What follows belongs to an exercise in optimizing a design on an open flow for small area and a short achievable clock period; a production flow would make more cautious choices. Where RTL was checked, it was by simulation tests only, not by an equivalence proof against the original. Only the layout flow was run in run 2; the RTL was not checked for function there.

`flow/flow/run.sh`:
```
#!/bin/bash
# The standard layout, with the port buffers made from buf_4 instead of the default cell,
# and the resizer's timing repair aiming at 16.5 ns of setup slack
set -euo pipefail
bash standard.sh finish 'BUFFER_PORTS_ARGS=-buffer_cell sky130_fd_sc_hd__buf_4' SETUP_SLACK_MARGIN=16.5 > standard.log 2>&1
```
`flow/design.v`:
```
`timescale 1 ns / 1 ps
module AXIS_linear_regression_v1_0 #
	(
		parameter M = 8,
		parameter N = 3,
		parameter integer C_S00_AXIS_TDATA_WIDTH	= 32,
		parameter integer C_M00_AXIS_TDATA_WIDTH	= 32,
		parameter integer C_M00_AXIS_START_COUNT	= 32
	)
	(
		input wire  aclk,
		input wire  aresetn,
		output wire  s00_axis_tready,
		input wire [C_S00_AXIS_TDATA_WIDTH-1 : 0] s00_axis_tdata,
		input wire  s00_axis_tlast,
		input wire  s00_axis_tvalid,
		output wire  m00_axis_tvalid,
		output wire [C_M00_AXIS_TDATA_WIDTH-1 : 0] m00_axis_tdata,
		output wire  m00_axis_tlast,
		input wire  m00_axis_tready
	);
    reg        tready_r;
    reg  [2:0] vdly, ldly;
    reg        tvalid_r, tlast_r;
    reg  [31:0] tdata_r;
    reg  [1:0] col;         
    reg  [3:0] row;         
    reg        pending;     
    reg  [1:0] w;           
    assign s00_axis_tready = tready_r;
    assign m00_axis_tvalid = tvalid_r;
    assign m00_axis_tlast  = tlast_r;
    assign m00_axis_tdata  = tdata_r;
    wire take = s00_axis_tvalid & tready_r & ~pending;
    wire xrow = ~row[3];
    wire [15:0] bus16 = s00_axis_tdata[15:0];
    wire [15:0] enc;
    wire [7:0] encn;
    genvar g;
    generate for (g = 0; g < 8; g = g + 1) begin : be
        wire am1 = (g == 0) ? 1'b0 : bus16[2*g-1];
        wire a0 = bus16[2*g], a1 = bus16[2*g+1];
        assign enc[2*g]   = a0 ^ am1;
        assign enc[2*g+1] = (a1 & ~a0 & ~am1) | (~a1 & a0 & am1);
        assign encn[g]    = a1;
    end endgenerate
    reg [15:0] E0, E1, E2;
    reg [7:0] N0, N1, N2;
    wire ld0 = ~xrow | (col == 2'd0);
    wire ld1 = ~xrow | (col == 2'd1);
    wire ld2 = ~xrow | (col == 2'd2);
    wire flip = take & xrow & (col == 2'd3);
    wire [31:0] busx = (col == 2'd3) ? s00_axis_tdata : {{16{s00_axis_tdata[15]}}, bus16};
    reg [31:0] Q0, Q1, Q2;
    reg sx0, sx1, sx2, sx3;             
    reg st0, st1, st2;                  
    reg cA00, cA01, cA02, cB0, cA11, cA12, cB1, cA22, cB2;
    reg [31:0] A00, A01, A02, A11, A12, A22;
    reg [31:0] B0, B1, B2;              
    always @(posedge aclk) begin
        if (ld0) E0 <= enc;
        if (ld1) E1 <= enc;
        if (ld2) E2 <= enc;
        if (ld0 | flip) N0 <= ld0 ? encn : ~N0;
        if (ld1 | flip) N1 <= ld1 ? encn : ~N1;
        if (ld2 | flip) N2 <= ld2 ? encn : ~N2;
        Q0 <= xrow ? busx : (col == 2'd0) ? A00 : (col == 2'd1) ? A01 : A02;
        Q1 <= xrow ? busx : (col == 2'd0) ? A01 : (col == 2'd1) ? A11 : A12;
        Q2 <= xrow ? busx : (col == 2'd0) ? A02 : (col == 2'd1) ? A12 : A22;
        if (!aresetn) begin
            tready_r <= 1'b0;
            vdly <= 3'b0; ldly <= 3'b0;
            tvalid_r <= 1'b0; tlast_r <= 1'b0;
            col <= 2'd0; row <= 4'd0;
            pending <= 1'b0; w <= 2'd0;
            {sx0, sx1, sx2, sx3, st0, st1, st2} <= 7'b0;
            {cA00, cA01, cA02, cB0, cA11, cA12, cB1, cA22, cB2} <= 9'b0;
        end else begin
            tready_r <= m00_axis_tready;
            vdly <= {vdly[1:0], s00_axis_tvalid};
            ldly <= {ldly[1:0], s00_axis_tlast};
            tvalid_r <= vdly[2];
            tlast_r <= ldly[2];
            sx0 <= take & xrow & (col == 2'd0);
            sx1 <= take & xrow & (col == 2'd1);
            sx2 <= take & xrow & (col == 2'd2);
            sx3 <= take & xrow & (col == 2'd3);
            st0 <= take & ~xrow & (col == 2'd0);
            st1 <= take & ~xrow & (col == 2'd1);
            st2 <= take & ~xrow & (col == 2'd2);
            cA00 <= take & xrow & (row != 4'd0) & (col == 2'd0);
            cA01 <= take & xrow & (row != 4'd0) & (col == 2'd1);
            cA02 <= take & xrow & (row != 4'd0) & (col == 2'd2);
            cA11 <= take & xrow & (row != 4'd0) & (col == 2'd1);
            cA12 <= take & xrow & (row != 4'd0) & (col == 2'd2);
            cA22 <= take & xrow & (row != 4'd0) & (col == 2'd2);
            cB0  <= take & (xrow ? (row != 4'd0) & (col == 2'd3) : (col != 2'd3));
            cB1  <= take & (xrow ? (row != 4'd0) & (col == 2'd3) : (col != 2'd3));
            cB2  <= take & (xrow ? (row != 4'd0) & (col == 2'd3) : (col != 2'd3));
            if (take) begin
                col <= col + 2'd1;
                if (col == 2'd3) row <= row + 4'd1;
                if (~xrow && col == 2'd3) pending <= 1'b1;
            end
            if (pending & m00_axis_tready) begin
                w <= (w == 2'd2) ? 2'd0 : w + 2'd1;
                if (w == 2'd2) begin
                    pending <= 1'b0;
                    row <= 4'd0;
                    col <= 2'd0;
                end
            end
        end
    end
    wire st = st0 | st1 | st2;
    wire [31:0] c0 = ({32{cA00}} & A00) | ({32{cA01}} & A01) | ({32{cA02}} & A02) | ({32{cB0}} & B0);
    wire [31:0] r0;
    mac u0 (E0, N0, Q0, c0, r0);
    wire [31:0] c1 = ({32{cA11}} & A11) | ({32{cA12}} & A12) | ({32{cB1}} & B1);
    wire [31:0] r1;
    mac u1 (E1, N1, Q1, c1, r1);
    wire [31:0] c2 = ({32{cA22}} & A22) | ({32{cB2}} & B2);
    wire [31:0] r2;
    mac u2 (E2, N2, Q2, c2, r2);
    wire tload = ~aresetn | (pending & m00_axis_tready);
    wire [31:0] gw = (w == 2'd0) ? B0 : (w == 2'd1) ? B1 : B2;
    always @(posedge aclk)
        if (tload) tdata_r <= gw & {32{aresetn}};
    always @(posedge aclk) begin
        if (sx0) A00 <= r0;
        if (sx1) begin A01 <= r0; A11 <= r1; end
        if (sx2) begin A02 <= r0; A12 <= r1; A22 <= r2; end
        if (sx3 | st) begin B0 <= r0; B1 <= r1; B2 <= r2; end
    end
endmodule
module mac(input [15:0] e, input [7:0] n, input [31:0] b, input [31:0] c, output [31:0] r);
wire one0 = e[0];
wire two0 = e[1];
wire neg0 = n[0];
wire one1 = e[2];
wire two1 = e[3];
wire neg1 = n[1];
wire one2 = e[4];
wire two2 = e[5];
wire neg2 = n[2];
wire one3 = e[6];
wire two3 = e[7];
wire neg3 = n[3];
wire one4 = e[8];
wire two4 = e[9];
wire neg4 = n[4];
wire one5 = e[10];
wire two5 = e[11];
wire neg5 = n[5];
wire one6 = e[12];
wire two6 = e[13];
wire neg6 = n[6];
wire one7 = e[14];
wire two7 = e[15];
wire neg7 = n[7];
wire p0_0, p0_1; bpp2 u_p0_0(one0, two0, neg0, 1'b0, b[0], b[1], p0_0, p0_1);
wire p0_2, p0_3; bpp2 u_p0_2(one0, two0, neg0, b[1], b[2], b[3], p0_2, p0_3);
wire p0_4, p0_5; bpp2 u_p0_4(one0, two0, neg0, b[3], b[4], b[5], p0_4, p0_5);
wire p0_6, p0_7; bpp2 u_p0_6(one0, two0, neg0, b[5], b[6], b[7], p0_6, p0_7);
wire p0_8, p0_9; bpp2 u_p0_8(one0, two0, neg0, b[7], b[8], b[9], p0_8, p0_9);
wire p0_10, p0_11; bpp2 u_p0_10(one0, two0, neg0, b[9], b[10], b[11], p0_10, p0_11);
wire p0_12, p0_13; bpp2 u_p0_12(one0, two0, neg0, b[11], b[12], b[13], p0_12, p0_13);
wire p0_14, p0_15; bpp2 u_p0_14(one0, two0, neg0, b[13], b[14], b[15], p0_14, p0_15);
wire p0_16, p0_17; bpp2 u_p0_16(one0, two0, neg0, b[15], b[16], b[17], p0_16, p0_17);
wire p0_18, p0_19; bpp2 u_p0_18(one0, two0, neg0, b[17], b[18], b[19], p0_18, p0_19);
wire p0_20, p0_21; bpp2 u_p0_20(one0, two0, neg0, b[19], b[20], b[21], p0_20, p0_21);
wire p0_22, p0_23; bpp2 u_p0_22(one0, two0, neg0, b[21], b[22], b[23], p0_22, p0_23);
wire p0_24, p0_25; bpp2 u_p0_24(one0, two0, neg0, b[23], b[24], b[25], p0_24, p0_25);
wire p0_26, p0_27; bpp2 u_p0_26(one0, two0, neg0, b[25], b[26], b[27], p0_26, p0_27);
wire p0_28, p0_29; bpp2 u_p0_28(one0, two0, neg0, b[27], b[28], b[29], p0_28, p0_29);
wire p0_30, p0_31; bpp2 u_p0_30(one0, two0, neg0, b[29], b[30], b[31], p0_30, p0_31);
wire p1_0, p1_1; bpp2 u_p1_0(one1, two1, neg1, 1'b0, b[0], b[1], p1_0, p1_1);
wire p1_2, p1_3; bpp2 u_p1_2(one1, two1, neg1, b[1], b[2], b[3], p1_2, p1_3);
wire p1_4, p1_5; bpp2 u_p1_4(one1, two1, neg1, b[3], b[4], b[5], p1_4, p1_5);
wire p1_6, p1_7; bpp2 u_p1_6(one1, two1, neg1, b[5], b[6], b[7], p1_6, p1_7);
wire p1_8, p1_9; bpp2 u_p1_8(one1, two1, neg1, b[7], b[8], b[9], p1_8, p1_9);
wire p1_10, p1_11; bpp2 u_p1_10(one1, two1, neg1, b[9], b[10], b[11], p1_10, p1_11);
wire p1_12, p1_13; bpp2 u_p1_12(one1, two1, neg1, b[11], b[12], b[13], p1_12, p1_13);
wire p1_14, p1_15; bpp2 u_p1_14(one1, two1, neg1, b[13], b[14], b[15], p1_14, p1_15);
wire p1_16, p1_17; bpp2 u_p1_16(one1, two1, neg1, b[15], b[16], b[17], p1_16, p1_17);
wire p1_18, p1_19; bpp2 u_p1_18(one1, two1, neg1, b[17], b[18], b[19], p1_18, p1_19);
wire p1_20, p1_21; bpp2 u_p1_20(one1, two1, neg1, b[19], b[20], b[21], p1_20, p1_21);
wire p1_22, p1_23; bpp2 u_p1_22(one1, two1, neg1, b[21], b[22], b[23], p1_22, p1_23);
wire p1_24, p1_25; bpp2 u_p1_24(one1, two1, neg1, b[23], b[24], b[25], p1_24, p1_25);
wire p1_26, p1_27; bpp2 u_p1_26(one1, two1, neg1, b[25], b[26], b[27], p1_26, p1_27);
wire p1_28, p1_29; bpp2 u_p1_28(one1, two1, neg1, b[27], b[28], b[29], p1_28, p1_29);
wire p2_0, p2_1; bpp2 u_p2_0(one2, two2, neg2, 1'b0, b[0], b[1], p2_0, p2_1);
wire p2_2, p2_3; bpp2 u_p2_2(one2, two2, neg2, b[1], b[2], b[3], p2_2, p2_3);
wire p2_4, p2_5; bpp2 u_p2_4(one2, two2, neg2, b[3], b[4], b[5], p2_4, p2_5);
wire p2_6, p2_7; bpp2 u_p2_6(one2, two2, neg2, b[5], b[6], b[7], p2_6, p2_7);
wire p2_8, p2_9; bpp2 u_p2_8(one2, two2, neg2, b[7], b[8], b[9], p2_8, p2_9);
wire p2_10, p2_11; bpp2 u_p2_10(one2, two2, neg2, b[9], b[10], b[11], p2_10, p2_11);
wire p2_12, p2_13; bpp2 u_p2_12(one2, two2, neg2, b[11], b[12], b[13], p2_12, p2_13);
wire p2_14, p2_15; bpp2 u_p2_14(one2, two2, neg2, b[13], b[14], b[15], p2_14, p2_15);
wire p2_16, p2_17; bpp2 u_p2_16(one2, two2, neg2, b[15], b[16], b[17], p2_16, p2_17);
wire p2_18, p2_19; bpp2 u_p2_18(one2, two2, neg2, b[17], b[18], b[19], p2_18, p2_19);
wire p2_20, p2_21; bpp2 u_p2_20(one2, two2, neg2, b[19], b[20], b[21], p2_20, p2_21);
wire p2_22, p2_23; bpp2 u_p2_22(one2, two2, neg2, b[21], b[22], b[23], p2_22, p2_23);
wire p2_24, p2_25; bpp2 u_p2_24(one2, two2, neg2, b[23], b[24], b[25], p2_24, p2_25);
wire p2_26, p2_27; bpp2 u_p2_26(one2, two2, neg2, b[25], b[26], b[27], p2_26, p2_27);
wire p3_0, p3_1; bpp2 u_p3_0(one3, two3, neg3, 1'b0, b[0], b[1], p3_0, p3_1);
wire p3_2, p3_3; bpp2 u_p3_2(one3, two3, neg3, b[1], b[2], b[3], p3_2, p3_3);
wire p3_4, p3_5; bpp2 u_p3_4(one3, two3, neg3, b[3], b[4], b[5], p3_4, p3_5);
wire p3_6, p3_7; bpp2 u_p3_6(one3, two3, neg3, b[5], b[6], b[7], p3_6, p3_7);
wire p3_8, p3_9; bpp2 u_p3_8(one3, two3, neg3, b[7], b[8], b[9], p3_8, p3_9);
wire p3_10, p3_11; bpp2 u_p3_10(one3, two3, neg3, b[9], b[10], b[11], p3_10, p3_11);
wire p3_12, p3_13; bpp2 u_p3_12(one3, two3, neg3, b[11], b[12], b[13], p3_12, p3_13);
wire p3_14, p3_15; bpp2 u_p3_14(one3, two3, neg3, b[13], b[14], b[15], p3_14, p3_15);
wire p3_16, p3_17; bpp2 u_p3_16(one3, two3, neg3, b[15], b[16], b[17], p3_16, p3_17);
wire p3_18, p3_19; bpp2 u_p3_18(one3, two3, neg3, b[17], b[18], b[19], p3_18, p3_19);
wire p3_20, p3_21; bpp2 u_p3_20(one3, two3, neg3, b[19], b[20], b[21], p3_20, p3_21);
wire p3_22, p3_23; bpp2 u_p3_22(one3, two3, neg3, b[21], b[22], b[23], p3_22, p3_23);
wire p3_24, p3_25; bpp2 u_p3_24(one3, two3, neg3, b[23], b[24], b[25], p3_24, p3_25);
wire p4_0, p4_1; bpp2 u_p4_0(one4, two4, neg4, 1'b0, b[0], b[1], p4_0, p4_1);
wire p4_2, p4_3; bpp2 u_p4_2(one4, two4, neg4, b[1], b[2], b[3], p4_2, p4_3);
wire p4_4, p4_5; bpp2 u_p4_4(one4, two4, neg4, b[3], b[4], b[5], p4_4, p4_5);
wire p4_6, p4_7; bpp2 u_p4_6(one4, two4, neg4, b[5], b[6], b[7], p4_6, p4_7);
wire p4_8, p4_9; bpp2 u_p4_8(one4, two4, neg4, b[7], b[8], b[9], p4_8, p4_9);
wire p4_10, p4_11; bpp2 u_p4_10(one4, two4, neg4, b[9], b[10], b[11], p4_10, p4_11);
wire p4_12, p4_13; bpp2 u_p4_12(one4, two4, neg4, b[11], b[12], b[13], p4_12, p4_13);
wire p4_14, p4_15; bpp2 u_p4_14(one4, two4, neg4, b[13], b[14], b[15], p4_14, p4_15);
wire p4_16, p4_17; bpp2 u_p4_16(one4, two4, neg4, b[15], b[16], b[17], p4_16, p4_17);
wire p4_18, p4_19; bpp2 u_p4_18(one4, two4, neg4, b[17], b[18], b[19], p4_18, p4_19);
wire p4_20, p4_21; bpp2 u_p4_20(one4, two4, neg4, b[19], b[20], b[21], p4_20, p4_21);
wire p4_22, p4_23; bpp2 u_p4_22(one4, two4, neg4, b[21], b[22], b[23], p4_22, p4_23);
wire p5_0, p5_1; bpp2 u_p5_0(one5, two5, neg5, 1'b0, b[0], b[1], p5_0, p5_1);
wire p5_2, p5_3; bpp2 u_p5_2(one5, two5, neg5, b[1], b[2], b[3], p5_2, p5_3);
wire p5_4, p5_5; bpp2 u_p5_4(one5, two5, neg5, b[3], b[4], b[5], p5_4, p5_5);
wire p5_6, p5_7; bpp2 u_p5_6(one5, two5, neg5, b[5], b[6], b[7], p5_6, p5_7);
wire p5_8, p5_9; bpp2 u_p5_8(one5, two5, neg5, b[7], b[8], b[9], p5_8, p5_9);
wire p5_10, p5_11; bpp2 u_p5_10(one5, two5, neg5, b[9], b[10], b[11], p5_10, p5_11);
wire p5_12, p5_13; bpp2 u_p5_12(one5, two5, neg5, b[11], b[12], b[13], p5_12, p5_13);
wire p5_14, p5_15; bpp2 u_p5_14(one5, two5, neg5, b[13], b[14], b[15], p5_14, p5_15);
wire p5_16, p5_17; bpp2 u_p5_16(one5, two5, neg5, b[15], b[16], b[17], p5_16, p5_17);
wire p5_18, p5_19; bpp2 u_p5_18(one5, two5, neg5, b[17], b[18], b[19], p5_18, p5_19);
wire p5_20, p5_21; bpp2 u_p5_20(one5, two5, neg5, b[19], b[20], b[21], p5_20, p5_21);
wire p6_0, p6_1; bpp2 u_p6_0(one6, two6, neg6, 1'b0, b[0], b[1], p6_0, p6_1);
wire p6_2, p6_3; bpp2 u_p6_2(one6, two6, neg6, b[1], b[2], b[3], p6_2, p6_3);
wire p6_4, p6_5; bpp2 u_p6_4(one6, two6, neg6, b[3], b[4], b[5], p6_4, p6_5);
wire p6_6, p6_7; bpp2 u_p6_6(one6, two6, neg6, b[5], b[6], b[7], p6_6, p6_7);
wire p6_8, p6_9; bpp2 u_p6_8(one6, two6, neg6, b[7], b[8], b[9], p6_8, p6_9);
wire p6_10, p6_11; bpp2 u_p6_10(one6, two6, neg6, b[9], b[10], b[11], p6_10, p6_11);
wire p6_12, p6_13; bpp2 u_p6_12(one6, two6, neg6, b[11], b[12], b[13], p6_12, p6_13);
wire p6_14, p6_15; bpp2 u_p6_14(one6, two6, neg6, b[13], b[14], b[15], p6_14, p6_15);
wire p6_16, p6_17; bpp2 u_p6_16(one6, two6, neg6, b[15], b[16], b[17], p6_16, p6_17);
wire p6_18, p6_19; bpp2 u_p6_18(one6, two6, neg6, b[17], b[18], b[19], p6_18, p6_19);
wire p7_0, p7_1; bpp2 u_p7_0(one7, two7, neg7, 1'b0, b[0], b[1], p7_0, p7_1);
wire p7_2, p7_3; bpp2 u_p7_2(one7, two7, neg7, b[1], b[2], b[3], p7_2, p7_3);
wire p7_4, p7_5; bpp2 u_p7_4(one7, two7, neg7, b[3], b[4], b[5], p7_4, p7_5);
wire p7_6, p7_7; bpp2 u_p7_6(one7, two7, neg7, b[5], b[6], b[7], p7_6, p7_7);
wire p7_8, p7_9; bpp2 u_p7_8(one7, two7, neg7, b[7], b[8], b[9], p7_8, p7_9);
wire p7_10, p7_11; bpp2 u_p7_10(one7, two7, neg7, b[9], b[10], b[11], p7_10, p7_11);
wire p7_12, p7_13; bpp2 u_p7_12(one7, two7, neg7, b[11], b[12], b[13], p7_12, p7_13);
wire p7_14, p7_15; bpp2 u_p7_14(one7, two7, neg7, b[13], b[14], b[15], p7_14, p7_15);
wire p7_16, p7_17; bpp2 u_p7_16(one7, two7, neg7, b[15], b[16], b[17], p7_16, p7_17);
wire n1;
wire n2;
ha un2 (p0_14, p1_12, n1, n2);
wire n3;
wire n4;
ha un4 (p0_15, p1_13, n3, n4);
wire n5;
wire n6;
ha un6 (p0_16, p1_14, n5, n6);
wire n7;
wire n8;
ha un8 (p0_17, p1_15, n7, n8);
wire n9;
wire n10;
ha un10 (p0_18, p1_16, n9, n10);
wire n11;
wire n12;
ha un12 (p0_19, p1_17, n11, n12);
wire n13;
wire n14;
ha un14 (p0_20, p1_18, n13, n14);
wire n15;
wire n16;
ha un16 (p0_21, p1_19, n15, n16);
wire n17;
wire n18;
ha un18 (p0_22, p1_20, n17, n18);
wire n19;
wire n20;
ha un20 (p0_23, p1_21, n19, n20);
wire n21;
wire n22;
ha un22 (p0_24, p1_22, n21, n22);
wire n23;
wire n24;
ha un24 (p0_25, p1_23, n23, n24);
wire n25;
wire n26;
ha un26 (p0_26, p1_24, n25, n26);
wire n27;
wire n28;
ha un28 (p0_27, p1_25, n27, n28);
wire n29;
wire n30;
ha un30 (p0_28, p1_26, n29, n30);
wire n31;
wire n32;
ha un32 (p0_29, p1_27, n31, n32);
wire n33;
wire n34;
ha un34 (p0_30, p1_28, n33, n34);
wire n35;
wire n36;
ha un36 (p0_31, p1_29, n35, n36);
wire n37;
wire n38;
ha un38 (p0_8, p1_6, n37, n38);
wire n39;
wire n40;
ha un40 (p0_9, p1_7, n39, n40);
wire n41;
wire n42;
fa un42 (p0_10, p1_8, p2_6, n41, n42);
wire n43;
wire n44;
ha un44 (p3_4, p4_2, n43, n44);
wire n45;
wire n46;
fa un46 (p0_11, p1_9, p2_7, n45, n46);
wire n47;
wire n48;
ha un48 (p3_5, p4_3, n47, n48);
wire n49;
wire n50;
fa un50 (p0_12, p1_10, p2_8, n49, n50);
wire n51;
wire n52;
fa un52 (p3_6, p4_4, p5_2, n51, n52);
wire n53;
wire n54;
ha un54 (p6_0, neg6, n53, n54);
wire n55;
wire n56;
fa un56 (p0_13, p1_11, p2_9, n55, n56);
wire n57;
wire n58;
fa un58 (p3_7, p4_5, p5_3, n57, n58);
wire n59;
wire n60;
ha un60 (p6_1, c[13], n59, n60);
wire n61;
wire n62;
fa un62 (n1, p2_10, p3_8, n61, n62);
wire n63;
wire n64;
fa un64 (p4_6, p5_4, p6_2, n63, n64);
wire n65;
wire n66;
fa un66 (p7_0, neg7, c[14], n65, n66);
wire n67;
wire n68;
fa un68 (n2, n3, p2_11, n67, n68);
wire n69;
wire n70;
fa un70 (p3_9, p4_7, p5_5, n69, n70);
wire n71;
wire n72;
fa un72 (p6_3, p7_1, c[15], n71, n72);
wire n73;
wire n74;
fa un74 (n4, n5, p2_12, n73, n74);
wire n75;
wire n76;
fa un76 (p3_10, p4_8, p5_6, n75, n76);
wire n77;
wire n78;
fa un78 (p6_4, p7_2, c[16], n77, n78);
wire n79;
wire n80;
fa un80 (n6, n7, p2_13, n79, n80);
wire n81;
wire n82;
fa un82 (p3_11, p4_9, p5_7, n81, n82);
wire n83;
wire n84;
fa un84 (p6_5, p7_3, c[17], n83, n84);
wire n85;
wire n86;
fa un86 (n8, n9, p2_14, n85, n86);
wire n87;
wire n88;
fa un88 (p3_12, p4_10, p5_8, n87, n88);
wire n89;
wire n90;
fa un90 (p6_6, p7_4, c[18], n89, n90);
wire n91;
wire n92;
fa un92 (n10, n11, p2_15, n91, n92);
wire n93;
wire n94;
fa un94 (p3_13, p4_11, p5_9, n93, n94);
wire n95;
wire n96;
fa un96 (p6_7, p7_5, c[19], n95, n96);
wire n97;
wire n98;
fa un98 (n12, n13, p2_16, n97, n98);
wire n99;
wire n100;
fa un100 (p3_14, p4_12, p5_10, n99, n100);
wire n101;
wire n102;
fa un102 (p6_8, p7_6, c[20], n101, n102);
wire n103;
wire n104;
fa un104 (n14, n15, p2_17, n103, n104);
wire n105;
wire n106;
fa un106 (p3_15, p4_13, p5_11, n105, n106);
wire n107;
wire n108;
fa un108 (p6_9, p7_7, c[21], n107, n108);
wire n109;
wire n110;
fa un110 (n16, n17, p2_18, n109, n110);
wire n111;
wire n112;
fa un112 (p3_16, p4_14, p5_12, n111, n112);
wire n113;
wire n114;
fa un114 (p6_10, p7_8, c[22], n113, n114);
wire n115;
wire n116;
fa un116 (n18, n19, p2_19, n115, n116);
wire n117;
wire n118;
fa un118 (p3_17, p4_15, p5_13, n117, n118);
wire n119;
wire n120;
fa un120 (p6_11, p7_9, c[23], n119, n120);
wire n121;
wire n122;
fa un122 (n20, n21, p2_20, n121, n122);
wire n123;
wire n124;
fa un124 (p3_18, p4_16, p5_14, n123, n124);
wire n125;
wire n126;
fa un126 (p6_12, p7_10, c[24], n125, n126);
wire n127;
wire n128;
fa un128 (n22, n23, p2_21, n127, n128);
wire n129;
wire n130;
fa un130 (p3_19, p4_17, p5_15, n129, n130);
wire n131;
wire n132;
fa un132 (p6_13, p7_11, c[25], n131, n132);
wire n133;
wire n134;
fa un134 (n24, n25, p2_22, n133, n134);
wire n135;
wire n136;
fa un136 (p3_20, p4_18, p5_16, n135, n136);
wire n137;
wire n138;
fa un138 (p6_14, p7_12, c[26], n137, n138);
wire n139;
wire n140;
fa un140 (n26, n27, p2_23, n139, n140);
wire n141;
wire n142;
fa un142 (p3_21, p4_19, p5_17, n141, n142);
wire n143;
wire n144;
fa un144 (p6_15, p7_13, c[27], n143, n144);
wire n145;
wire n146;
fa un146 (n28, n29, p2_24, n145, n146);
wire n147;
wire n148;
fa un148 (p3_22, p4_20, p5_18, n147, n148);
wire n149;
wire n150;
fa un150 (p6_16, p7_14, c[28], n149, n150);
wire n151;
wire n152;
fa un152 (n30, n31, p2_25, n151, n152);
wire n153;
wire n154;
fa un154 (p3_23, p4_21, p5_19, n153, n154);
wire n155;
wire n156;
fa un156 (p6_17, p7_15, c[29], n155, n156);
wire n157;
wire n158;
fa un158 (n32, n33, p2_26, n157, n158);
wire n159;
wire n160;
fa un160 (p3_24, p4_22, p5_20, n159, n160);
wire n161;
wire n162;
fa un162 (p6_18, p7_16, c[30], n161, n162);
wire n163;
wire n164;
fa un164 (n34, n35, p2_27, n163, n164);
wire n165;
wire n166;
fa un166 (p3_25, p4_23, p5_21, n165, n166);
wire n167;
wire n168;
fa un168 (p6_19, p7_17, c[31], n167, n168);
wire n169;
wire n170;
ha un170 (p0_4, p1_2, n169, n170);
wire n171;
wire n172;
ha un172 (p0_5, p1_3, n171, n172);
wire n173;
wire n174;
fa un174 (p0_6, p1_4, p2_2, n173, n174);
wire n175;
wire n176;
ha un176 (p3_0, neg3, n175, n176);
wire n177;
wire n178;
fa un178 (p0_7, p1_5, p2_3, n177, n178);
wire n179;
wire n180;
ha un180 (p3_1, c[7], n179, n180);
wire n181;
wire n182;
fa un182 (n37, p2_4, p3_2, n181, n182);
wire n183;
wire n184;
fa un184 (p4_0, neg4, c[8], n183, n184);
wire n185;
wire n186;
fa un186 (n38, n39, p2_5, n185, n186);
wire n187;
wire n188;
fa un188 (p3_3, p4_1, c[9], n187, n188);
wire n189;
wire n190;
fa un190 (n40, n41, n43, n189, n190);
wire n191;
wire n192;
fa un192 (p5_0, neg5, c[10], n191, n192);
wire n193;
wire n194;
fa un194 (n42, n44, n45, n193, n194);
wire n195;
wire n196;
fa un196 (n47, p5_1, c[11], n195, n196);
wire n197;
wire n198;
fa un198 (n46, n48, n49, n197, n198);
wire n199;
wire n200;
fa un200 (n51, n53, c[12], n199, n200);
wire n201;
wire n202;
fa un202 (n50, n52, n54, n201, n202);
wire n203;
wire n204;
fa un204 (n55, n57, n59, n203, n204);
wire n205;
wire n206;
fa un206 (n56, n58, n60, n205, n206);
wire n207;
wire n208;
fa un208 (n61, n63, n65, n207, n208);
wire n209;
wire n210;
fa un210 (n62, n64, n66, n209, n210);
wire n211;
wire n212;
fa un212 (n67, n69, n71, n211, n212);
wire n213;
wire n214;
fa un214 (n68, n70, n72, n213, n214);
wire n215;
wire n216;
fa un216 (n73, n75, n77, n215, n216);
wire n217;
wire n218;
fa un218 (n74, n76, n78, n217, n218);
wire n219;
wire n220;
fa un220 (n79, n81, n83, n219, n220);
wire n221;
wire n222;
fa un222 (n80, n82, n84, n221, n222);
wire n223;
wire n224;
fa un224 (n85, n87, n89, n223, n224);
wire n225;
wire n226;
fa un226 (n86, n88, n90, n225, n226);
wire n227;
wire n228;
fa un228 (n91, n93, n95, n227, n228);
wire n229;
wire n230;
fa un230 (n92, n94, n96, n229, n230);
wire n231;
wire n232;
fa un232 (n97, n99, n101, n231, n232);
wire n233;
wire n234;
fa un234 (n98, n100, n102, n233, n234);
wire n235;
wire n236;
fa un236 (n103, n105, n107, n235, n236);
wire n237;
wire n238;
fa un238 (n104, n106, n108, n237, n238);
wire n239;
wire n240;
fa un240 (n109, n111, n113, n239, n240);
wire n241;
wire n242;
fa un242 (n110, n112, n114, n241, n242);
wire n243;
wire n244;
fa un244 (n115, n117, n119, n243, n244);
wire n245;
wire n246;
fa un246 (n116, n118, n120, n245, n246);
wire n247;
wire n248;
fa un248 (n121, n123, n125, n247, n248);
wire n249;
wire n250;
fa un250 (n122, n124, n126, n249, n250);
wire n251;
wire n252;
fa un252 (n127, n129, n131, n251, n252);
wire n253;
wire n254;
fa un254 (n128, n130, n132, n253, n254);
wire n255;
wire n256;
fa un256 (n133, n135, n137, n255, n256);
wire n257;
wire n258;
fa un258 (n134, n136, n138, n257, n258);
wire n259;
wire n260;
fa un260 (n139, n141, n143, n259, n260);
wire n261;
wire n262;
fa un262 (n140, n142, n144, n261, n262);
wire n263;
wire n264;
fa un264 (n145, n147, n149, n263, n264);
wire n265;
wire n266;
fa un266 (n146, n148, n150, n265, n266);
wire n267;
wire n268;
fa un268 (n151, n153, n155, n267, n268);
wire n269;
wire n270;
fa un270 (n152, n154, n156, n269, n270);
wire n271;
wire n272;
fa un272 (n157, n159, n161, n271, n272);
wire n273;
wire n274;
fa un274 (n158, n160, n162, n273, n274);
wire n275;
wire n276;
fa un276 (n163, n165, n167, n275, n276);
wire n277;
wire n278;
ha un278 (p0_2, p1_0, n277, n278);
wire n279;
wire n280;
ha un280 (p0_3, p1_1, n279, n280);
wire n281;
wire n282;
fa un282 (n169, p2_0, neg2, n281, n282);
wire n283;
wire n284;
fa un284 (n170, n171, p2_1, n283, n284);
wire n285;
wire n286;
fa un286 (n172, n173, n175, n285, n286);
wire n287;
wire n288;
fa un288 (n174, n176, n177, n287, n288);
wire n289;
wire n290;
fa un290 (n178, n180, n181, n289, n290);
wire n291;
wire n292;
fa un292 (n182, n184, n185, n291, n292);
wire n293;
wire n294;
fa un294 (n186, n188, n189, n293, n294);
wire n295;
wire n296;
fa un296 (n190, n192, n193, n295, n296);
wire n297;
wire n298;
fa un298 (n194, n196, n197, n297, n298);
wire n299;
wire n300;
fa un300 (n198, n200, n201, n299, n300);
wire n301;
wire n302;
fa un302 (n202, n204, n205, n301, n302);
wire n303;
wire n304;
fa un304 (n206, n208, n209, n303, n304);
wire n305;
wire n306;
fa un306 (n210, n212, n213, n305, n306);
wire n307;
wire n308;
fa un308 (n214, n216, n217, n307, n308);
wire n309;
wire n310;
fa un310 (n218, n220, n221, n309, n310);
wire n311;
wire n312;
fa un312 (n222, n224, n225, n311, n312);
wire n313;
wire n314;
fa un314 (n226, n228, n229, n313, n314);
wire n315;
wire n316;
fa un316 (n230, n232, n233, n315, n316);
wire n317;
wire n318;
fa un318 (n234, n236, n237, n317, n318);
wire n319;
wire n320;
fa un320 (n238, n240, n241, n319, n320);
wire n321;
wire n322;
fa un322 (n242, n244, n245, n321, n322);
wire n323;
wire n324;
fa un324 (n246, n248, n249, n323, n324);
wire n325;
wire n326;
fa un326 (n250, n252, n253, n325, n326);
wire n327;
wire n328;
fa un328 (n254, n256, n257, n327, n328);
wire n329;
wire n330;
fa un330 (n258, n260, n261, n329, n330);
wire n331;
wire n332;
fa un332 (n262, n264, n265, n331, n332);
wire n333;
wire n334;
fa un334 (n266, n268, n269, n333, n334);
wire n335;
wire n336;
fa un336 (n270, n272, n273, n335, n336);
wire n337;
wire n338;
ha un338 (p0_0, neg0, n337, n338);
wire n339;
wire n340;
ha un340 (p0_1, c[1], n339, n340);
wire n341;
wire n342;
fa un342 (n277, neg1, c[2], n341, n342);
wire n343;
wire n344;
fa un344 (n278, n279, c[3], n343, n344);
wire n345;
wire n346;
fa un346 (n280, n281, c[4], n345, n346);
wire n347;
wire n348;
fa un348 (n282, n283, c[5], n347, n348);
wire n349;
wire n350;
fa un350 (n284, n285, c[6], n349, n350);
wire n351;
wire n352;
fa un352 (n286, n287, n179, n351, n352);
wire n353;
wire n354;
fa un354 (n288, n289, n183, n353, n354);
wire n355;
wire n356;
fa un356 (n290, n291, n187, n355, n356);
wire n357;
wire n358;
fa un358 (n292, n293, n191, n357, n358);
wire n359;
wire n360;
fa un360 (n294, n295, n195, n359, n360);
wire n361;
wire n362;
fa un362 (n296, n297, n199, n361, n362);
wire n363;
wire n364;
fa un364 (n298, n299, n203, n363, n364);
wire n365;
wire n366;
fa un366 (n300, n301, n207, n365, n366);
wire n367;
wire n368;
fa un368 (n302, n303, n211, n367, n368);
wire n369;
wire n370;
fa un370 (n304, n305, n215, n369, n370);
wire n371;
wire n372;
fa un372 (n306, n307, n219, n371, n372);
wire n373;
wire n374;
fa un374 (n308, n309, n223, n373, n374);
wire n375;
wire n376;
fa un376 (n310, n311, n227, n375, n376);
wire n377;
wire n378;
fa un378 (n312, n313, n231, n377, n378);
wire n379;
wire n380;
fa un380 (n314, n315, n235, n379, n380);
wire n381;
wire n382;
fa un382 (n316, n317, n239, n381, n382);
wire n383;
wire n384;
fa un384 (n318, n319, n243, n383, n384);
wire n385;
wire n386;
fa un386 (n320, n321, n247, n385, n386);
wire n387;
wire n388;
fa un388 (n322, n323, n251, n387, n388);
wire n389;
wire n390;
fa un390 (n324, n325, n255, n389, n390);
wire n391;
wire n392;
fa un392 (n326, n327, n259, n391, n392);
wire n393;
wire n394;
fa un394 (n328, n329, n263, n393, n394);
wire n395;
wire n396;
fa un396 (n330, n331, n267, n395, n396);
wire n397;
wire n398;
fa un398 (n332, n333, n271, n397, n398);
wire n399;
wire n400;
fa un400 (n334, n335, n275, n399, n400);
wire [31:0] s0 = {n398, n396, n394, n392, n390, n388, n386, n384, n382, n380, n378, n376, n374, n372, n370, n368, n366, n364, n362, n360, n358, n356, n354, n352, n350, n348, n346, n344, n342, n340, n338, n337};
wire [31:0] s1 = {n399, n397, n395, n393, n391, n389, n387, n385, n383, n381, n379, n377, n375, n373, n371, n369, n367, n365, n363, n361, n359, n357, n355, n353, n351, n349, n347, n345, n343, n341, n339, c[0]};
add32 u_cpa(s0, s1, r);
endmodule
module fa(input a, input b, input c, output s, output co);
assign s = a ^ b ^ c;
assign co = (a & b) | (a & c) | (b & c);
endmodule
module ha(input a, input b, output s, output co);
assign s = a ^ b;
assign co = a & b;
endmodule
module bpp2(input one, input two, input neg, input bm1, input b0, input b1, output p0, output p1);
assign p0 = ((one & b0) | (two & bm1)) ^ neg;
assign p1 = ((one & b1) | (two & b0)) ^ neg;
endmodule
module add32(input [31:0] a, input [31:0] b, output [31:0] s);
wire q1;
wire q2;
pgc u_pg0(a[0], b[0], q1, q2);
wire q3;
wire q4;
pgc u_pg1(a[1], b[1], q3, q4);
wire q5;
wire q6;
pgc u_pg2(a[2], b[2], q5, q6);
wire q7;
wire q8;
pgc u_pg3(a[3], b[3], q7, q8);
wire q9;
wire q10;
pgc u_pg4(a[4], b[4], q9, q10);
wire q11;
wire q12;
pgc u_pg5(a[5], b[5], q11, q12);
wire q13;
wire q14;
pgc u_pg6(a[6], b[6], q13, q14);
wire q15;
wire q16;
pgc u_pg7(a[7], b[7], q15, q16);
wire q17;
wire q18;
pgc u_pg8(a[8], b[8], q17, q18);
wire q19;
wire q20;
pgc u_pg9(a[9], b[9], q19, q20);
wire q21;
wire q22;
pgc u_pg10(a[10], b[10], q21, q22);
wire q23;
wire q24;
pgc u_pg11(a[11], b[11], q23, q24);
wire q25;
wire q26;
pgc u_pg12(a[12], b[12], q25, q26);
wire q27;
wire q28;
pgc u_pg13(a[13], b[13], q27, q28);
wire q29;
wire q30;
pgc u_pg14(a[14], b[14], q29, q30);
wire q31;
wire q32;
pgc u_pg15(a[15], b[15], q31, q32);
wire q33;
wire q34;
pgc u_pg16(a[16], b[16], q33, q34);
wire q35;
wire q36;
pgc u_pg17(a[17], b[17], q35, q36);
wire q37;
wire q38;
pgc u_pg18(a[18], b[18], q37, q38);
wire q39;
wire q40;
pgc u_pg19(a[19], b[19], q39, q40);
wire q41;
wire q42;
pgc u_pg20(a[20], b[20], q41, q42);
wire q43;
wire q44;
pgc u_pg21(a[21], b[21], q43, q44);
wire q45;
wire q46;
pgc u_pg22(a[22], b[22], q45, q46);
wire q47;
wire q48;
pgc u_pg23(a[23], b[23], q47, q48);
wire q49;
wire q50;
pgc u_pg24(a[24], b[24], q49, q50);
wire q51;
wire q52;
pgc u_pg25(a[25], b[25], q51, q52);
wire q53;
wire q54;
pgc u_pg26(a[26], b[26], q53, q54);
wire q55;
wire q56;
pgc u_pg27(a[27], b[27], q55, q56);
wire q57;
wire q58;
pgc u_pg28(a[28], b[28], q57, q58);
wire q59;
wire q60;
pgc u_pg29(a[29], b[29], q59, q60);
wire q61;
wire q62;
pgc u_pg30(a[30], b[30], q61, q62);
wire q63;
wire q64;
pgc u_pg31(a[31], b[31], q63, q64);
wire q65;
gray u_g65(q3, q4, q1, q65);
wire q66;
wire q67;
dot u_d67(q7, q8, q5, q6, q66, q67);
wire q68;
wire q69;
dot u_d69(q11, q12, q9, q10, q68, q69);
wire q70;
wire q71;
dot u_d71(q15, q16, q13, q14, q70, q71);
wire q72;
wire q73;
dot u_d73(q19, q20, q17, q18, q72, q73);
wire q74;
wire q75;
dot u_d75(q23, q24, q21, q22, q74, q75);
wire q76;
wire q77;
dot u_d77(q27, q28, q25, q26, q76, q77);
wire q78;
wire q79;
dot u_d79(q31, q32, q29, q30, q78, q79);
wire q80;
wire q81;
dot u_d81(q35, q36, q33, q34, q80, q81);
wire q82;
wire q83;
dot u_d83(q39, q40, q37, q38, q82, q83);
wire q84;
wire q85;
dot u_d85(q43, q44, q41, q42, q84, q85);
wire q86;
wire q87;
dot u_d87(q47, q48, q45, q46, q86, q87);
wire q88;
wire q89;
dot u_d89(q51, q52, q49, q50, q88, q89);
wire q90;
wire q91;
dot u_d91(q55, q56, q53, q54, q90, q91);
wire q92;
wire q93;
dot u_d93(q59, q60, q57, q58, q92, q93);
wire q94;
wire q95;
dot u_d95(q63, q64, q61, q62, q94, q95);
wire q96;
gray u_g96(q66, q67, q65, q96);
wire q97;
wire q98;
dot u_d98(q68, q69, q66, q67, q97, q98);
wire q99;
wire q100;
dot u_d100(q70, q71, q68, q69, q99, q100);
wire q101;
wire q102;
dot u_d102(q72, q73, q70, q71, q101, q102);
wire q103;
wire q104;
dot u_d104(q74, q75, q72, q73, q103, q104);
wire q105;
wire q106;
dot u_d106(q76, q77, q74, q75, q105, q106);
wire q107;
wire q108;
dot u_d108(q78, q79, q76, q77, q107, q108);
wire q109;
wire q110;
dot u_d110(q80, q81, q78, q79, q109, q110);
wire q111;
wire q112;
dot u_d112(q82, q83, q80, q81, q111, q112);
wire q113;
wire q114;
dot u_d114(q84, q85, q82, q83, q113, q114);
wire q115;
wire q116;
dot u_d116(q86, q87, q84, q85, q115, q116);
wire q117;
wire q118;
dot u_d118(q88, q89, q86, q87, q117, q118);
wire q119;
wire q120;
dot u_d120(q90, q91, q88, q89, q119, q120);
wire q121;
wire q122;
dot u_d122(q92, q93, q90, q91, q121, q122);
wire q123;
wire q124;
dot u_d124(q94, q95, q92, q93, q123, q124);
wire q125;
gray u_g125(q97, q98, q65, q125);
wire q126;
gray u_g126(q99, q100, q96, q126);
wire q127;
wire q128;
dot u_d128(q101, q102, q97, q98, q127, q128);
wire q129;
wire q130;
dot u_d130(q103, q104, q99, q100, q129, q130);
wire q131;
wire q132;
dot u_d132(q105, q106, q101, q102, q131, q132);
wire q133;
wire q134;
dot u_d134(q107, q108, q103, q104, q133, q134);
wire q135;
wire q136;
dot u_d136(q109, q110, q105, q106, q135, q136);
wire q137;
wire q138;
dot u_d138(q111, q112, q107, q108, q137, q138);
wire q139;
wire q140;
dot u_d140(q113, q114, q109, q110, q139, q140);
wire q141;
wire q142;
dot u_d142(q115, q116, q111, q112, q141, q142);
wire q143;
wire q144;
dot u_d144(q117, q118, q113, q114, q143, q144);
wire q145;
wire q146;
dot u_d146(q119, q120, q115, q116, q145, q146);
wire q147;
wire q148;
dot u_d148(q121, q122, q117, q118, q147, q148);
wire q149;
wire q150;
dot u_d150(q123, q124, q119, q120, q149, q150);
wire q151;
gray u_g151(q127, q128, q65, q151);
wire q152;
gray u_g152(q129, q130, q96, q152);
wire q153;
gray u_g153(q131, q132, q125, q153);
wire q154;
gray u_g154(q133, q134, q126, q154);
wire q155;
wire q156;
dot u_d156(q135, q136, q127, q128, q155, q156);
wire q157;
wire q158;
dot u_d158(q137, q138, q129, q130, q157, q158);
wire q159;
wire q160;
dot u_d160(q139, q140, q131, q132, q159, q160);
wire q161;
wire q162;
dot u_d162(q141, q142, q133, q134, q161, q162);
wire q163;
wire q164;
dot u_d164(q143, q144, q135, q136, q163, q164);
wire q165;
wire q166;
dot u_d166(q145, q146, q137, q138, q165, q166);
wire q167;
wire q168;
dot u_d168(q147, q148, q139, q140, q167, q168);
wire q169;
wire q170;
dot u_d170(q149, q150, q141, q142, q169, q170);
wire q171;
gray u_g171(q155, q156, q65, q171);
wire q172;
gray u_g172(q157, q158, q96, q172);
wire q173;
gray u_g173(q159, q160, q125, q173);
wire q174;
gray u_g174(q161, q162, q126, q174);
wire q175;
gray u_g175(q163, q164, q151, q175);
wire q176;
gray u_g176(q165, q166, q152, q176);
wire q177;
gray u_g177(q167, q168, q153, q177);
wire q178;
gray u_g178(q169, q170, q154, q178);
wire q179;
gray u_g179(q5, q6, q65, q179);
wire q180;
gray u_g180(q9, q10, q96, q180);
wire q181;
gray u_g181(q13, q14, q125, q181);
wire q182;
gray u_g182(q17, q18, q126, q182);
wire q183;
gray u_g183(q21, q22, q151, q183);
wire q184;
gray u_g184(q25, q26, q152, q184);
wire q185;
gray u_g185(q29, q30, q153, q185);
wire q186;
gray u_g186(q33, q34, q154, q186);
wire q187;
gray u_g187(q37, q38, q171, q187);
wire q188;
gray u_g188(q41, q42, q172, q188);
wire q189;
gray u_g189(q45, q46, q173, q189);
wire q190;
gray u_g190(q49, q50, q174, q190);
wire q191;
gray u_g191(q53, q54, q175, q191);
wire q192;
gray u_g192(q57, q58, q176, q192);
wire q193;
gray u_g193(q61, q62, q177, q193);
assign s[0] = q2;
xr u_x1(q4, q1, s[1]);
xr u_x2(q6, q65, s[2]);
xr u_x3(q8, q179, s[3]);
xr u_x4(q10, q96, s[4]);
xr u_x5(q12, q180, s[5]);
xr u_x6(q14, q125, s[6]);
xr u_x7(q16, q181, s[7]);
xr u_x8(q18, q126, s[8]);
xr u_x9(q20, q182, s[9]);
xr u_x10(q22, q151, s[10]);
xr u_x11(q24, q183, s[11]);
xr u_x12(q26, q152, s[12]);
xr u_x13(q28, q184, s[13]);
xr u_x14(q30, q153, s[14]);
xr u_x15(q32, q185, s[15]);
xr u_x16(q34, q154, s[16]);
xr u_x17(q36, q186, s[17]);
xr u_x18(q38, q171, s[18]);
xr u_x19(q40, q187, s[19]);
xr u_x20(q42, q172, s[20]);
xr u_x21(q44, q188, s[21]);
xr u_x22(q46, q173, s[22]);
xr u_x23(q48, q189, s[23]);
xr u_x24(q50, q174, s[24]);
xr u_x25(q52, q190, s[25]);
xr u_x26(q54, q175, s[26]);
xr u_x27(q56, q191, s[27]);
xr u_x28(q58, q176, s[28]);
xr u_x29(q60, q192, s[29]);
xr u_x30(q62, q177, s[30]);
xr u_x31(q64, q193, s[31]);
endmodule
module pgc(input a, input b, output g, output p);
assign g = a & b;
assign p = a ^ b;
endmodule
module dot(input g1, input p1, input g0, input p0, output g, output p);
assign g = g1 | (p1 & g0);
assign p = p1 & p0;
endmodule
module gray(input g1, input p1, input g0, output g);
assign g = g1 | (p1 & g0);
endmodule
module xr(input a, input b, output y);
assign y = a ^ b;
endmodule
```
`flow/config.mk`:
```
export PLATFORM = sky130hd
export DESIGN_NAME = AXIS_linear_regression_v1_0
export DESIGN_NICKNAME = AXIS_linear_regression_v1_0
export VERILOG_FILES = /design/flow/design.v
export SDC_FILE = /design/flow/constraint.sdc
export NUM_CORES = 8
export LEC_CHECK = 0
export CAP_MARGIN = 20
export CORE_MARGIN = 2
export CORE_UTILIZATION = 40
export SLEW_MARGIN = 20
export SYNTH_HIERARCHICAL = 1
export SYNTH_MINIMUM_KEEP_SIZE = 0
```
`flow/standard.sh`:
```
#!/bin/bash
# synth_recipe.tcl (not shown) runs the flow's synth.tcl, then flattens the netlist and writes it again
# the make line also repeats each setting of config.mk as NAME=value (left out here)
make -C /OpenROAD-flow-scripts/flow DESIGN_CONFIG=/design/flow/config.mk WORK_HOME=/design/flow/orfs CLKGATE_MAP_FILE= SYNTH_SCRIPT=/design/flow/synth_recipe.tcl "${@:-finish}"
```
`flow/constraint.sdc`:
```
create_clock -name core_clock -period 22.0 [get_ports {aclk}]
set_input_delay 4.4000 -clock core_clock [delete_from_list [all_inputs] [get_ports {aclk}]]
set_output_delay 4.4000 -clock core_clock [all_outputs]
set_load 0.01 [all_outputs]
```
==> flow_summary_export.csv, run 1 <==
group,metric,value,unit
placed_design,gp_congestion,0.975,
cts,cts_tree,"done",
critical_path,cp_slowest_cell,"edfxtp_1",
grt,antenna_found_initial,7,
min_path,min_from,"vdly[1]",
sta,worst_pin_slew,1090,ps
routing,vias_per_cell,6.25,
synthesis,async_flop_share,0,
grt,gr-total-overflow,0,
finish,area_growth_syn_to_layout,12.0,%
critical_path,critPathCaptureType,"primary output",
routing,post_drt_wl_per_cell,30.0,um
placed_design,dp_hpwl,119000,um
cts,clkLatencyLatePin,700,ps
floorplan,rows,125,
synthesis,synth.avg_cell_area,12.0,um2
sta,fin_crit,5620,ps
sta,max-slew-margin-rel,0.272,
min_path,hold_class,"reg2reg",
sta,fin_setup_tns,0,ps
sta,setup_viol,0,
routing,drtIter0Drc,4698,
sta,slew_viol_final,0,
synthesis,yosysWarnings,7,
sta,finalWorstSetupSlack,16380,ps
synthesis,synthTopCellsByArea,"edfxtp_1 25%, fa_1 22%, xnor2_1 11%",
floorplan,core,116000,um2
critical_path,path_cells,"buf_6",
routing,drc_errors,0,
synthesis,synth_edf_count,392,
synthesis,synthFlopType,"edfxtp_1",
critical_path,worst_ep_arrival_time,1220,ps
critical_path,path_delay_family,"flip-flops",
floorplan,ioPinCount,72,
critical_path,r2r_start,"Q0[20]",
outcome,status,"complete, no violations",
finish,drive_above_1_share,0.116,
cts,numCtsBuffers,58,
cts,cts.path.max_buffers,3,
cts,clkTransAtPathRegs,70,ps
critical_path,cpPeakStageDelay,440,ps
critical_path,critical_path.startpoint,"tdata_r[5]",
synthesis,synth_cell_type_count,48,
grt,grt_start_max_net_pins,104,
critical_path,path_class,"reg2out",
synthesis,synth_common_cells,"664 x a22oi_1, 602 x xnor2_1, 504 x fa_1",
min_path,min_path_cells,1,
sta,clock_skew,68.8,ps
critical_path,critPathMaxFanout,1,
grt,grt_pass1_wl,244000,um
critical_path,crit_cells,1,
synthesis,yosys_register_bits,517,
cts,htree_levels,2,
grt,groute.usage.overall,0.273,
sta,period_share,0.255,
routing,wl_met2,73500,um
floorplan,die_w,345,um
synthesis,yosysMostFrequentCell,"a22oi_1",
critical_path,path_buf_inv,1,
routing,firstDrtPassIters,9,
run,max_cap_violations,0,
cts,cts_num_sinks,517,
routing,ant_nets,0,
finish,nets,4761,
cts,cts_root_buf,"clkbuf_16",
sta,fmax,178,MHz
placed_design,numPortBuffers,71,
critical_path,crit_path_start_kind,"flop",
sta,grt_setup_unrepaired,"yes",
finish,fill_cells,10700,
routing,via_count,35000,
synthesis,synth_top_area_cell,"edfxtp_1",
grt,grt_pass1_vias,35300,
synthesis,synth_area,46500,um2
floorplan,die_h,345,um
floorplan,start_util,0.402,
routing,postRouteWirelength,168000,um
synthesis,synthCells,3872,
routing,maxUsedRoutingLayer,"met5",
routing,dr_wl_met3,18900,um
synthesis,yosysSeqAreaShare,0.307,
floorplan,die_area,119000,um2
routing,wl_met1,70100,um
synthesis,synth_top_area_share,0.253,
critical_path,cp_data_required_time,17600,ps
critical_path,r2r_cells,15,
sta,hold_viol,0,
placed_design,place_ws,16110,ps
[layer usage]
| metal | up-vias | track usage |
|---|---|---|
| met2 | 2105 | 0.413 |
| met3 | 313 | 0.0658 |
| li1 | 14700 | - |
| met4 | 10 | 0.0849 |
| met5 | - | 0.00800 |
| met1 | 17900 | 0.386 |
[registers in the layout (all words and copies together), names as in the netlist, 4 cells and up]
| register | flops |
|---|---|
| N2 | 8 |
| A01 | 32 |
| A12 | 32 |
| N1 | 8 |
| tdata_r | 32 |
| A00 | 32 |
| E0 | 16 |
| B0 | 32 |
| A11 | 32 |
| N0 | 8 |
| A02 | 32 |
| A22 | 32 |
| row | 4 |
| Q2 | 32 |
| E1 | 16 |
| Q1 | 32 |
| B2 | 32 |
| B1 | 32 |
| E2 | 16 |
| Q0 | 32 |
[placed cells by master (no fill, tap or decap), drive strengths merged, types with 20 or more instances in the layout]
master  netlist  final
nand2        90     90
a22oi       664    664
fa          504    504
o21bai       48     48
o21ai       178    178
a211oi       97     97
xnor2       602    602
nor2         49     49
a22o         32     32
edfxtp      392    392
conb          3     24
a222oi       32     32
nand2b       20     20
ha          198    198
xor2        100    100
and2        151    151
clkbuf       56     80
a21o        225    225
mux2         32     32
dfxtp       125    125
mux2i        35     35
inv          39     46
buf          65    189
nor2b        98     98
[kinds of logic (layout without fill, tap and decap cells)]
| kind of cell | count (synthesis) | count (layout) | synth area share |
|---|---|---|---|
| AO/OA/AOI/OAI | 1296 | 1296 | 0.208 |
| XOR/XNOR | 702 | 702 | 0.132 |
| adder cells (fa/ha/maj) | 702 | 702 | 0.270 |
| buffers and inverters | 160 | 339 | 0.0176 |
| flip-flops | 517 | 517 | 0.307 |
| multiplexers | 67 | 67 | 0.0153 |
| other | 3 | 25 | 0.000242 |
| AND/OR/NAND/NOR | 425 | 425 | 0.0504 |
[worst reg2reg max path, delay by kind of cell (launching register included)]
| family | cells | cell delay (ps) |
|---|---|---|
| adders and majority gates | 6 | 2650 |
| and+or+nand+nor | 4 | 740 |
| DFF | 1 | 740 |
| AOI/OAI and AO/OA | 3 | 620 |
| xor gates and xnor gates | 2 | 480 |
[path summary, 6_finish.rpt]
path | slack, ps | end
max | 16380 | m00_axis_tdata[5]
min | 430 | vdly[2]
max reg2reg | 16560 | A00[23]
min reg2reg | 430 | vdly[2]
[per-module statistics from Yosys, one instance, submodules excluded, excerpt]
module	area, um2	times used
AXIS_linear_regression_v1_0	20900	1
bpp2	32.5	300
dot	13.8	135
pgc	12.5	96
ha	12.5	96
xr	8.76	93
gray	7.51	90
add32	7.51	3
mac	3.75	3
[layout make-up]
cell class / instances / area [um2] / share of cell area
Clock buffer: 80 / 1630 / 0.0312
Multi-Input combinational cell: 3216 / 31800 / 0.610
Timing Repair Buffer: 190 / 1920 / 0.0369
Antenna cell: 1 / 2.50 / 0.0000480
Tap cell: 1524 / 1910 / 0.0366
Inverter: 39 / 146 / 0.00281
Clock inverter: 30 / 378 / 0.00725
Sequential cell: 517 / 14400 / 0.275
[metrics by stage]
stage          hold WS (ps)  utilization  instance area (um2)  cells
3_5_place_dp            419        0.424                49100   5450
2_1_floorplan           412            -                46600   3893
3_3_place_gp            413        0.424                49100   5450
4_1_cts                 434        0.444                51400   5572
5_1_grt                 452        0.450                52100   5596
6_report                429        0.450                52100   5597
[timing repair]
item	4_1_cts	5_1_grt
setup buffers	11	24
pin swaps	1	3
resized for setup	49	104
cloned	1	0
hold buffers	0	0
setup endpoints to repair	164	134
==> run 2: changes to the inputs <==
--- a/flow/design.v
+++ b/flow/design.v
@@ -34,4 +34,5 @@
     wire take = s00_axis_tvalid & tready_r & ~pending;
     wire xrow = ~row[3];
+    wire nz = row != 4'd0;              
     wire [15:0] bus16 = s00_axis_tdata[15:0];
     wire [15:0] enc;
@@ -51,11 +52,15 @@
     wire ld2 = ~xrow | (col == 2'd2);
     wire flip = take & xrow & (col == 2'd3);
+    reg [31:0] R0a, R0b, R0c;           
+    reg [31:0] R1a, R1b;                
+    reg [31:0] A22;
+    reg [31:0] B0, B1, B2;              
     wire [31:0] busx = (col == 2'd3) ? s00_axis_tdata : {{16{s00_axis_tdata[15]}}, bus16};
     reg [31:0] Q0, Q1, Q2;
     reg sx0, sx1, sx2, sx3;             
-    reg st0, st1, st2;                  
-    reg cA00, cA01, cA02, cB0, cA11, cA12, cB1, cA22, cB2;
-    reg [31:0] A00, A01, A02, A11, A12, A22;
-    reg [31:0] B0, B1, B2;              
+    reg st;                             
+    reg cR0, cB0, cR1, cB1, cR2, cB2;
+    wire rot0 = take & ~xrow & (col != 2'd3);
+    wire rot1 = take & ~xrow & (col == 2'd1 || col == 2'd2);
     always @(posedge aclk) begin
         if (ld0) E0 <= enc;
@@ -65,7 +70,7 @@
         if (ld1 | flip) N1 <= ld1 ? encn : ~N1;
         if (ld2 | flip) N2 <= ld2 ? encn : ~N2;
-        Q0 <= xrow ? busx : (col == 2'd0) ? A00 : (col == 2'd1) ? A01 : A02;
-        Q1 <= xrow ? busx : (col == 2'd0) ? A01 : (col == 2'd1) ? A11 : A12;
-        Q2 <= xrow ? busx : (col == 2'd0) ? A02 : (col == 2'd1) ? A12 : A22;
+        Q0 <= xrow ? busx : R0a;
+        Q1 <= xrow ? busx : (col == 2'd0) ? R0b : R1a;
+        Q2 <= xrow ? busx : (col == 2'd0) ? R0c : (col == 2'd1) ? R1b : A22;
         if (!aresetn) begin
             tready_r <= 1'b0;
@@ -74,6 +79,6 @@
             col <= 2'd0; row <= 4'd0;
             pending <= 1'b0; w <= 2'd0;
-            {sx0, sx1, sx2, sx3, st0, st1, st2} <= 7'b0;
-            {cA00, cA01, cA02, cB0, cA11, cA12, cB1, cA22, cB2} <= 9'b0;
+            {sx0, sx1, sx2, sx3, st} <= 5'b0;
+            {cR0, cB0, cR1, cB1, cR2, cB2} <= 6'b0;
         end else begin
             tready_r <= m00_axis_tready;
@@ -86,16 +91,11 @@
             sx2 <= take & xrow & (col == 2'd2);
             sx3 <= take & xrow & (col == 2'd3);
-            st0 <= take & ~xrow & (col == 2'd0);
-            st1 <= take & ~xrow & (col == 2'd1);
-            st2 <= take & ~xrow & (col == 2'd2);
-            cA00 <= take & xrow & (row != 4'd0) & (col == 2'd0);
-            cA01 <= take & xrow & (row != 4'd0) & (col == 2'd1);
-            cA02 <= take & xrow & (row != 4'd0) & (col == 2'd2);
-            cA11 <= take & xrow & (row != 4'd0) & (col == 2'd1);
-            cA12 <= take & xrow & (row != 4'd0) & (col == 2'd2);
-            cA22 <= take & xrow & (row != 4'd0) & (col == 2'd2);
-            cB0  <= take & (xrow ? (row != 4'd0) & (col == 2'd3) : (col != 2'd3));
-            cB1  <= take & (xrow ? (row != 4'd0) & (col == 2'd3) : (col != 2'd3));
-            cB2  <= take & (xrow ? (row != 4'd0) & (col == 2'd3) : (col != 2'd3));
+            st  <= rot0;
+            cR0 <= take & xrow & nz & (col != 2'd3);
+            cB0 <= take & (xrow ? nz & (col == 2'd3) : (col != 2'd3));
+            cR1 <= take & xrow & nz & (col == 2'd1 || col == 2'd2);
+            cB1 <= take & (xrow ? nz & (col == 2'd3) : 1'b1);
+            cR2 <= take & xrow & nz & (col == 2'd2);
+            cB2 <= take & (xrow ? nz & col[0] : 1'b1);
             if (take) begin
                 col <= col + 2'd1;
@@ -113,22 +113,30 @@
         end
     end
-    wire st = st0 | st1 | st2;
-    wire [31:0] c0 = ({32{cA00}} & A00) | ({32{cA01}} & A01) | ({32{cA02}} & A02) | ({32{cB0}} & B0);
+    wire tload = ~aresetn | (pending & m00_axis_tready);
+    wire [31:0] gw = (w == 2'd0) ? B0 : (w == 2'd1) ? B1 : B2;
+    always @(posedge aclk)
+        if (tload) tdata_r <= gw & {32{aresetn}};
+    wire [31:0] c0 = ({32{cR0}} & R0a) | ({32{cB0}} & B0);
     wire [31:0] r0;
     mac u0 (E0, N0, Q0, c0, r0);
-    wire [31:0] c1 = ({32{cA11}} & A11) | ({32{cA12}} & A12) | ({32{cB1}} & B1);
+    wire [31:0] c1 = ({32{cR1}} & R1a) | ({32{cB1}} & B1);
     wire [31:0] r1;
     mac u1 (E1, N1, Q1, c1, r1);
-    wire [31:0] c2 = ({32{cA22}} & A22) | ({32{cB2}} & B2);
+    wire [31:0] c2 = ({32{cR2}} & A22) | ({32{cB2}} & B2);
     wire [31:0] r2;
     mac u2 (E2, N2, Q2, c2, r2);
-    wire tload = ~aresetn | (pending & m00_axis_tready);
-    wire [31:0] gw = (w == 2'd0) ? B0 : (w == 2'd1) ? B1 : B2;
-    always @(posedge aclk)
-        if (tload) tdata_r <= gw & {32{aresetn}};
+    wire wa0 = sx0 | sx1 | sx2;
+    wire wa1 = sx1 | sx2;
     always @(posedge aclk) begin
-        if (sx0) A00 <= r0;
-        if (sx1) begin A01 <= r0; A11 <= r1; end
-        if (sx2) begin A02 <= r0; A12 <= r1; A22 <= r2; end
+        if (wa0 | rot0) begin
+            R0a <= R0b;
+            R0b <= R0c;
+            R0c <= wa0 ? r0 : R0a;
+        end
+        if (wa1 | rot1) begin
+            R1a <= R1b;
+            R1b <= wa1 ? r1 : R1a;
+        end
+        if (sx2) A22 <= r2;
         if (sx3 | st) begin B0 <= r0; B1 <= r1; B2 <= r2; end
     end
==> flow/run.sh (new file) <==
#!/bin/bash
# synth_recipe.tcl (not shown) runs the flow's synth.tcl, then flattens the netlist and writes it again
# the make line also repeats each setting of config.mk as NAME=value (left out here)
make -C /OpenROAD-flow-scripts/flow DESIGN_CONFIG=/design/flow/config.mk WORK_HOME=/design/flow/orfs CLKGATE_MAP_FILE= SYNTH_SCRIPT=/design/flow/synth_recipe.tcl finish
removed: flow/flow/run.sh
removed: flow/standard.sh
==> run 2 against run 1 <==
Effect of this change:
- die area is 2.3% lower
- worst setup slack lost 1300 ps
- via count down 4.2%
==> flow_summary_export.csv, run 2 <==
group,metric,value,unit
synthesis,synth_xor_xnor_area_share,0.135,
synthesis,synthFlopType,"edfxtp_1",
sta,max-slew-margin-rel,0.234,
synthesis,synthAdderAreaFrac,0.277,
critical_path,path_class,"in2reg",
grt,busiest_layer,"met2",
floorplan,die_w,341,um
cts,postCtsSetupBuffers,0,
sta,finalWorstSetupSlack,15110,ps
grt,use_met1,0.379,
routing,drc_errors,0,
synthesis,synth_top_area_share,0.259,
critical_path,worst_ep_arrival_time,7140,ps
routing,drtIter0Drc,3988,
critical_path,r2r_cells,15,
finish,nets,4612,
sta,setup_viol,0,
synthesis,synth_edf_count,392,
synthesis,synth_common_cells,"602 x xnor2_1, 600 x a22oi_1, 504 x fa_1",
placed_design,gp_congestion,0.946,
synthesis,synth_mux_area_frac,0.0306,
synthesis,synth_top_area_cell,"edfxtp_1",
synthesis,yosysMostFrequentCell,"xnor2_1",
synthesis,async_flop_share,0,
cts,cts_num_sinks,517,
cts,clkLatencyLatePin,650,ps
finish,drive_above_1_share,0.0704,
cts,cts_resized,0,
finish,final_util,0.447,
cts,numCtsBuffers,57,
sta,hold_slack,438,ps
synthesis,synth_compound_area_frac,0.186,
cts,cts_tree,"done",
floorplan,die_h,341,um
placed_design,place_ws,14460,ps
grt,gr-usage-met2,0.394,
synthesis,synth.avg_cell_area,12.2,um2
sta,fmax,145,MHz
floorplan,die_area,116000,um2
grt,groute.usage.overall,0.271,
critical_path,critPathCaptureType,"flop",
grt,grt_pass1_wl,235000,um
finish,layout_common_cells,"602 x xnor2_1, 600 x a22oi_1, 504 x fa_1, 392 x edfxtp_1, 225 x a21o_1",
sta,clock_skew,38.0,ps
min_path,hold_class,"reg2reg",
cts,clkTransAtPathRegs,60,ps
sta,hold_viol,0,
finish,area_growth_syn_to_layout,10.8,%
placed_design,numPortBuffers,71,
min_path,min_from,"ldly[0]",
sta,fin_setup_tns,0,ps
sta,worst_pin_slew,1150,ps
synthesis,synthCells,3726,
routing,firstDrtPassIters,6,
synthesis,synth_top_family_by_area,"adder cells",
synthesis,yosysWarnings,7,
min_path,min_path_cells,1,
critical_path,r2r-end,"A22[25]",
sta,period_share,0.313,
outcome,status,"complete, no violations",
cts,htree_levels,2,
synthesis,yosysSeqAreaShare,0.314,
finish,fin_area,50300,um2
floorplan,rows,123,
sta,fin_crit,6890,ps
floorplan,ioPinCount,72,
routing,postRouteWirelength,158000,um
==> run 2: worst max-delay path, cell delays in order <==
cell	delay [ps]
clkdlybuf4s50_1	650
nand3b_1	380
o21ai_4	800
buf_4	810
==> run 2: cells by family (layout without fill, tap and decap cells) <==
| family | Yosys count | after routing |
|---|---|---|
| buffers and inverters | 121 | 296 |
| XOR/XNOR | 702 | 702 |
| multiplexers | 131 | 131 |
| AO/OA/AOI/OAI | 1172 | 1172 |
| adder cells (fa/ha/maj) | 702 | 702 |
| AND/OR/NAND/NOR | 378 | 378 |
| flip-flops | 517 | 517 |
| other | 3 | 30 |
==> run 2: Yosys stat by module, one instance, submodules excluded, excerpt <==
module,flops+latches,area [um2]
bpp2,0,32.5
dot,0,13.8
xr,0,8.76
fa,0,20.0
gray,0,7.51
add32,0,7.51
mac,0,3.75
AXIS_linear_regression_v1_0,517,19800
==> run 2: layout make-up <==
class	instances	area (um2)	share of cell area
Sequential cell	517	14300	0.284
Timing Repair Buffer	165	1450	0.0287
Clock inverter	31	209	0.00415
Antenna cell	6	15.0	0.000298
Multi-Input combinational cell	3109	30700	0.610
Inverter	23	86.3	0.00172
Clock buffer	77	1690	0.0336
Tap cell	1500	1880	0.0373
==> run 2: metal layers <==
layer	routed length [um]	share of wire	up-vias
met1	66000	0.42	17100
li1	-	-	14100
met3	17300	0.11	325
met4	7100	0.045	12
met5	76	0.00048	-
met2	67900	0.43	1936
==> run 2: how the worst max path moves through the flow <==
stage | start | to | slack, ps | cells after the start
after global routing | s00_axis_tvalid | R0a[23] | 14900 | 4
after global placement | s00_axis_tvalid | R0b[25] | 14530 | 4
after CTS | s00_axis_tvalid | R0a[29] | 15140 | 4
after floorplan | s00_axis_tvalid | R0a[0] | 9940 | 2
after detailed placement | s00_axis_tvalid | R0a[25] | 14460 | 4
final | s00_axis_tvalid | R0a[29] | 15110 | 4
==> run 2: metrics by stage <==
stage | std cells
finish | 5428
floorplan | 3747
detailed placement | 5314
global route | 5423
CTS | 5422
global placement | 5311

re-timing with driven ports:
In the flow no input, the clock included, has a driving cell. The finished layouts below were timed again as built, in two steps. Step 1, drivers: a clkbuf_16 drives aclk and a buf_2 each remaining input, both assumed. Step 2 moves the port delays by t, midway between the first and last clock arrival at a register: inputs arrive t later, outputs are due t later. That takes back most of the time a late clock gives input paths. Three values: ideal, step 1, step 2; two values: the first two.
| run | t, ns | setup WS [ns] | worst setup path at the end | latest minus earliest clock arrival (ns) | worst data-port slew with drivers (ns) |
|---|---|---|---|---|---|
| run 1 | 0.732 | 16.380 / 16.310 / 16.111 | input to register | 0.070 / 0.069 | 0.23 |
| run 2 | 0.708 | 15.109 / 15.158 / 14.450 | input to register | 0.039 / 0.039 | 0.15 |
After both steps every run listed still meets setup and hold. The setup slack of run 2, which loses most, moves by +0.049 ns with the drivers and by -0.659 ns with both steps.
